What follows belongs to an exercise in optimizing a design on an open flow for small area; a production flow would make more cautious choices.
Where RTL was checked, it was by simulation tests only, not by an equivalence proof against the original.
No activity file was given, so power comes from the tool's default toggle rates.

Setup of run 1:
Design pcie_us_axi_dma_x64, start of the top module:
module pcie_us_axi_dma_x64 (
    input  wire          clk,
    input  wire          rst,
    input  wire [63:0]   s_axis_rc_tdata,
    input  wire [1:0]    s_axis_rc_tkeep,
    input  wire          s_axis_rc_tvalid,
    output wire          s_axis_rc_tready,
    input  wire          s_axis_rc_tlast,
    input  wire [74:0]   s_axis_rc_tuser,
    output wire [63:0]   m_axis_rq_tdata,
    output wire [1:0]    m_axis_rq_tkeep,
    output wire          m_axis_rq_tvalid,
    input  wire          m_axis_rq_tready,
    output wire          m_axis_rq_tlast,
    output wire [59:0]   m_axis_rq_tuser,
    input  wire [63:0]   s_axis_read_desc_pcie_addr,
    input  wire [31:0]   s_axis_read_desc_axi_addr,
    input  wire [15:0]   s_axis_read_desc_len,
    input  wire [7:0]    s_axis_read_desc_tag,
    input  wire          s_axis_read_desc_valid,
    output wire          s_axis_read_desc_ready,
    output wire [7:0]    m_axis_read_desc_status_tag,
    output wire          m_axis_read_desc_status_valid,
    input  wire [63:0]   s_axis_write_desc_pcie_addr,
    input  wire [31:0]   s_axis_write_desc_axi_addr,
    input  wire [15:0]   s_axis_write_desc_len,
    input  wire [7:0]    s_axis_write_desc_tag,
    input  wire          s_axis_write_desc_valid,
    output wire          s_axis_write_desc_ready,
    output wire [7:0]    m_axis_write_desc_status_tag,
    output wire          m_axis_write_desc_status_valid,
    output wire [7:0]    m_axi_awid,
    output wire [31:0]   m_axi_awaddr,
    output wire [7:0]    m_axi_awlen,
    output wire [2:0]    m_axi_awsize,
    output wire [1:0]    m_axi_awburst,
    output wire          m_axi_awlock,
    output wire [3:0]    m_axi_awcache,
    output wire [2:0]    m_axi_awprot,
    output wire          m_axi_awvalid,
    input  wire          m_axi_awready,
    output wire [63:0]   m_axi_wdata,
    output wire [7:0]    m_axi_wstrb,
    output wire          m_axi_wlast,
    output wire          m_axi_wvalid,
    input  wire          m_axi_wready,
    input  wire [7:0]    m_axi_bid,
    input  wire [1:0]    m_axi_bresp,
    input  wire          m_axi_bvalid,
    output wire          m_axi_bready,
    output wire [7:0]    m_axi_arid,
    output wire [31:0]   m_axi_araddr,
    output wire [7:0]    m_axi_arlen,
    output wire [2:0]    m_axi_arsize,
    output wire [1:0]    m_axi_arburst,
    output wire          m_axi_arlock,
    output wire [3:0]    m_axi_arcache,
    output wire [2:0]    m_axi_arprot,
    output wire          m_axi_arvalid,
    input  wire          m_axi_arready,
    input  wire [7:0]    m_axi_rid,
    input  wire [63:0]   m_axi_rdata,
    input  wire [1:0]    m_axi_rresp,
    input  wire          m_axi_rlast,
    input  wire          m_axi_rvalid,
    output wire          m_axi_rready,
    input  wire          read_enable,
    input  wire          write_enable,
    input  wire          ext_tag_enable,
    input  wire [15:0]   requester_id,
    input  wire          requester_id_enable,
    input  wire [2:0]    max_read_request_size,
    input  wire [2:0]    max_payload_size,
    output wire          status_error_cor,
    output wire          status_error_uncor
);
Size in the first run: roughly 20,000 cells after synthesis, roughly 860 I/O pins.
==> flow/config.mk <==
export PLATFORM = sky130hd
export DESIGN_NAME = pcie_us_axi_dma_x64
export DESIGN_NICKNAME = pcie_us_axi_dma_x64
export VERILOG_FILES = /design/flow/design.v
export SDC_FILE = /design/flow/constraint.sdc
export NUM_CORES = 8
export LEC_CHECK = 0
export CAP_MARGIN = 30
export CORE_MARGIN = 2
export CORE_UTILIZATION = 50
export CTS_BUF_LIST = sky130_fd_sc_hd__clkbuf_16
export CTS_CLUSTER_DIAMETER = 90
export CTS_CLUSTER_SIZE = 20
export PLACE_DENSITY = 0.6
export SLEW_MARGIN = 30
==> flow/constraint.sdc <==
create_clock -name core_clock -period 10.0 [get_ports {clk}]
set_input_delay 2.0000 -clock core_clock [delete_from_list [all_inputs] [get_ports {clk}]]
set_output_delay 2.0000 -clock core_clock [all_outputs]
set_load 0.01 [all_outputs]
standard.sh (not shown) runs the stock make flow with config.mk's settings and CLKGATE_MAP_FILE= SYNTH_SCRIPT=/design/flow/synth_recipe.tcl, a recipe that flattens the netlist after the stock synthesis.
==> flow/flow/run.sh <==
#!/bin/bash
# Layout: the standard flow (standard.sh: unchanged synthesis, floorplan, power
# grid, placement, clock tree, routing), with two ORFS settings passed through the
# environment:
#  - BUFFER_PORTS_ARGS: every input and output port still gets its own buffer, but a
#    buf_1 instead of the default cell;
#  - MAX_REPAIR_ANTENNAS_ITER_DRT: more rounds of antenna repair after detailed
#    routing (10 instead of 5) before giving up.
# make's output goes to standard.log in this folder; each tool's full log is under
# orfs/logs/.
set -euo pipefail
export BUFFER_PORTS_ARGS="-buffer_cell sky130_fd_sc_hd__buf_1"
export MAX_REPAIR_ANTENNAS_ITER_DRT=10
bash standard.sh > standard.log 2>&1
Run 1 completed; timing, DRC and antenna clean
Modified inputs, run 2 compared to run 1
Settings: SLEW_MARGIN changed from 30 to 20; CAP_MARGIN changed from 30 to 20.
On total power after layout, run 1 tracks run 2 almost exactly. Run 2 and run 1 ended up with nearly the same final instance count without filler cells. Between run 2 and run 1, achievable clock frequency is lower for run 2, run 1 comes in above that. There was hardly any difference in final instance area between run 2 and run 1. Run 2 gives more count of clock-buffer cells in the layout than run 1 did. Diff run 1 -> run 2: layout overhead on the synthesized area has decreased; wire length after detailed routing has increased.
diff inputs: run 2 => run 3
Settings: a change of CTS_CLUSTER_SIZE from 20 to 24; a change of CTS_CLUSTER_DIAMETER from 90 to 100.
## What came out
On clock skew, run 2 beats run 3.
Run 3 -> run 2: wire length flat
Run 3 — cell area 1300 um2 lower, run 2 as reference
Run 2 and run 3 ended up with nearly the same wire length of the first global-routing pass.

---

pcie_us_axi_dma_x64, a different RTL version from the one above (not shown whole).
For scale: roughly 22000 cells after synthesis, roughly 6400 flip-flops, ~860 I/O pins, about 0.29 mm^2 of cells after synthesis.
clock: 10.0 ns
lec_check: 0
cap_margin: 20
core_margin: 2
core_utilization: 60
cts_buf_list: sky130_fd_sc_hd__clkbuf_4
place_density: 0.7
slew_margin: 20
run.sh (not shown) runs the stock make flow with config.mk's settings and CLKGATE_MAP_FILE= SYNTH_SCRIPT=/design/flow/synth_recipe.tcl, a recipe that flattens the netlist after the stock synthesis.
Stock flow here: none of the scripts above is used.
Edit:
CTS_BUF_LIST = sky130_fd_sc_hd__clkbuf_4 sky130_fd_sc_hd__clkbuf_8 sky130_fd_sc_hd__clkbuf_16   (was sky130_fd_sc_hd__clkbuf_4)
The new run finished with timing, DRC and antenna clean.
Final area is higher by 0.76%.
Area after synthesis stays the same.
Core utilization climbs by 0.52 points.
Die area is unchanged.
Clock power goes up by 16%.
Worst setup slack gets worse by 0.42 ns.
Total power grows by 6.5%.
Edit:
CTS_BUF_LIST = sky130_fd_sc_hd__clkbuf_8   (was sky130_fd_sc_hd__clkbuf_4 sky130_fd_sc_hd__clkbuf_8 sky130_fd_sc_hd__clkbuf_16)
Routed wire length goes up by 0.41%.
Fmax rises by 3.0%.
Clock skew went up by 0.0057 ns.
Global-route usage rose by 0.43 points.
Core utilization went down by 0.70 points.
Via count increases by 0.91%.
Flip-flop and latch count is unchanged.
Count of clock-buffer cells in the layout went up by 380.
Synthesized cell count is unchanged.
Area after synthesis is unchanged.
No run of this note included a check of the RTL's function; only the layout flow was run.

---

pcie_us_axi_dma_x64, a different RTL version from the one above (not shown whole).
For scale: roughly 20000 cells after synthesis, about 5700 flip-flops, about 860 I/O pins, ~260000 µm² of cells after synthesis.
==> flow/config.mk <==
export PLATFORM = sky130hd
export DESIGN_NAME = pcie_us_axi_dma_x64
export DESIGN_NICKNAME = pcie_us_axi_dma_x64
export VERILOG_FILES = /design/flow/design.v
export SDC_FILE = /design/flow/constraint.sdc
export NUM_CORES = 8
export LEC_CHECK = 0
export CAP_MARGIN = 20
export CORE_MARGIN = 2
export CORE_UTILIZATION = 50
export CTS_BUF_LIST = sky130_fd_sc_hd__clkbuf_16
export CTS_CLUSTER_DIAMETER = 90
export CTS_CLUSTER_SIZE = 20
export PLACE_DENSITY = 0.6
export SLEW_MARGIN = 20
==> flow/constraint.sdc <==
create_clock -name core_clock -period 10.0 [get_ports {clk}]
set_input_delay 2.0000 -clock core_clock [delete_from_list [all_inputs] [get_ports {clk}]]
set_output_delay 2.0000 -clock core_clock [all_outputs]
set_load 0.01 [all_outputs]
standard.sh (not shown) runs the stock make flow with config.mk's settings and CLKGATE_MAP_FILE= SYNTH_SCRIPT=/design/flow/synth_recipe.tcl, a recipe that flattens the netlist after the stock synthesis.
Scripts as last shown in full above: flow/flow/run.sh
The baseline produced a clean layout.
Next try:
Settings changed: CTS_CLUSTER_DIAMETER 90 to 100, CTS_CLUSTER_SIZE 20 to 24.
After rerunning: The new run ran to the end with no violations; hold slack got worse by 0.0079 ns; design area fell slightly; fmax decreases slightly; sequential cell count stays the same; worst setup slack loses 0.17 ns; clock skew stays flat; total power shrinks slightly.

---

oak:
Another version of the RTL of pcie_us_axi_dma_x64 (not shown whole).
For scale: roughly 20000 cells after synthesis, about 5700 flip-flops, roughly 270000 um^2 of cells after synthesis.
clock: 10.0 ns
lec_check: 0
cap_margin: 20
core_margin: 2
core_utilization: 60
cts_buf_list: sky130_fd_sc_hd__clkbuf_16
cts_cluster_diameter: 90
cts_cluster_size: 20
place_density: 0.7
slew_margin: 20
Scripts as last shown in full above: flow/flow/run.sh
oak ran in full, but the layout does not pass; the checks complain about max-capacitance violations, max-slew violations.
--- input diff oak..pine ---
Settings: CORE_UTILIZATION changed from 60 to 50; PLACE_DENSITY changed from 0.7 to 0.6.
## What came out
pine: no failed stages, no open violations at the end
Relative to oak, the period utilization of pine is higher by 2.1 points.
Run comparison: pine worst setup path endpoint dma_inst.pcie_us_axi_dma_rd_inst.axi_addr_reg[30]; oak worst setup path endpoint dma_inst.pcie_us_axi_dma_rd_inst.tr_count_reg[5]
Per the comparison of pine with oak, antenna diode count dropped 76; global-route usage dropped 7.2 points; worst hold-check slack climbed 0.022 ns; layout cell share with drive strength beyond 1 barely changed.

---

Another version of the RTL of pcie_us_axi_dma_x64 (not shown whole).
Size: about 5700 flip-flops, ~860 I/O pins, ~260000 um2 of cells after synthesis.
Settings: LEC_CHECK=0, CAP_MARGIN=20, CORE_MARGIN=2, CORE_UTILIZATION=50, CTS_BUF_LIST=sky130_fd_sc_hd__clkbuf_16, CTS_CLUSTER_DIAMETER=90, CTS_CLUSTER_SIZE=20, PLACE_DENSITY=0.6, SLEW_MARGIN=20; clock period 10.0 ns.
==> flow/flow/run.sh <==
#!/bin/bash
# Layout: the standard flow (standard.sh: unchanged synthesis, floorplan, power
# grid, placement, clock tree, routing), with two ORFS settings passed through the
# environment:
#  - BUFFER_PORTS_ARGS: every input and output port still gets its own buffer, but a
#    buf_2 instead of the default cell;
#  - MAX_REPAIR_ANTENNAS_ITER_DRT: more rounds of antenna repair after detailed
#    routing (10 instead of 5) before giving up.
# make's output goes to standard.log in this folder; each tool's full log is under
# orfs/logs/.
set -euo pipefail
export BUFFER_PORTS_ARGS="-buffer_cell sky130_fd_sc_hd__buf_2"
export MAX_REPAIR_ANTENNAS_ITER_DRT=10
bash standard.sh > standard.log 2>&1
Next try:
--- a/flow/flow/run.sh
+++ b/flow/flow/run.sh
@@ -4,5 +4,5 @@
 # environment:
 #  - BUFFER_PORTS_ARGS: every input and output port still gets its own buffer, but a
-#    buf_2 instead of the default cell;
+#    buf_1 instead of the default cell;
 #  - MAX_REPAIR_ANTENNAS_ITER_DRT: more rounds of antenna repair after detailed
 #    routing (10 instead of 5) before giving up.
@@ -10,5 +10,5 @@
 # orfs/logs/.
 set -euo pipefail
-export BUFFER_PORTS_ARGS="-buffer_cell sky130_fd_sc_hd__buf_2"
+export BUFFER_PORTS_ARGS="-buffer_cell sky130_fd_sc_hd__buf_1"
 export MAX_REPAIR_ANTENNAS_ITER_DRT=10
 bash standard.sh > standard.log 2>&1
Effect:
- hold slack hardly moves
- count of clock-buffer cells in the layout does not change
- total power is about the same
- routed wire length barely changes
- setup slack is better by 210 ps
- sequential power barely changes
- via count stays flat
- register-to-register slack gains 210 ps

## port drivers added, routing unchanged
The flow's constraints put no driver on any port. The routed layouts listed below were extracted and timed again, unchanged, in two steps. Step 1 assumes that a clkbuf_16 drives the clock port and a buf_2 every other input. Step 2 adds t to the input delays and takes it off the output delays; t is the mean of the earliest and latest rising clock arrival at the registers after step 1. Input paths then give back, and output paths get back, about the clock's delay inside the block. Three values: ideal ports, drivers, drivers and shift; two values: the first two.
run | shift t [ns] | setup WS [ns] | hold slack, ns | worst setup path after step 2 | worst register clock-pin slew, ns
run 1 | 1.196 | 1.419 / 1.419 / 0.457 | 0.457 / 0.457 / 0.457 | input to register | 0.10 / 0.10
run 2 | 1.203 | 1.253 / 1.253 / 0.265 | 0.459 / 0.459 / 0.459 | input to register | 0.10 / 0.10
run 3 | 1.179 | 1.185 / 1.185 / 0.250 | 0.445 / 0.445 / 0.445 | input to register | 0.11 / 0.11
the first run of note 2 | 1.938 | 0.814 / 0.814 / -0.926 | 0.456 / 0.456 / 0.456 | input to register | 0.08 / 0.08
the second run of note 2 | 1.248 | 0.391 / 0.496 / -0.752 | 0.463 / 0.463 / 0.463 | input to register | 0.07 / 0.07
the third run of note 2 | 1.506 | 0.675 / 0.784 / -0.722 | 0.458 / 0.458 / 0.458 | input to register | 0.08 / 0.08
the first run of note 3 | 1.205 | 0.826 / 0.940 / -0.265 | 0.481 / 0.481 / 0.481 | input to register | 0.10 / 0.10
the second run of note 3 | 1.181 | 0.651 / 0.764 / -0.417 | 0.473 / 0.473 / 0.473 | input to register | 0.11 / 0.11
oak | 1.196 | 1.040 / 1.155 / -0.041 | 0.459 / 0.459 / 0.459 | input to register | 0.10 / 0.10
pine | 1.224 | 0.832 / 0.957 / -0.266 | 0.481 / 0.481 / 0.481 | input to register | 0.10 / 0.10
the first run of note 5 | 1.239 | 1.274 / 1.274 / 0.165 | 0.483 / 0.483 / 0.483 | input to register | 0.10 / 0.10
the second run of note 5 | 1.212 | 1.481 / 1.481 / 0.271 | 0.485 / 0.485 / 0.485 | input to register | 0.10 / 0.10
The setup slack of the first run of note 2, which loses most, moves by 0.000 ns with the drivers and by -1.740 ns with both steps.
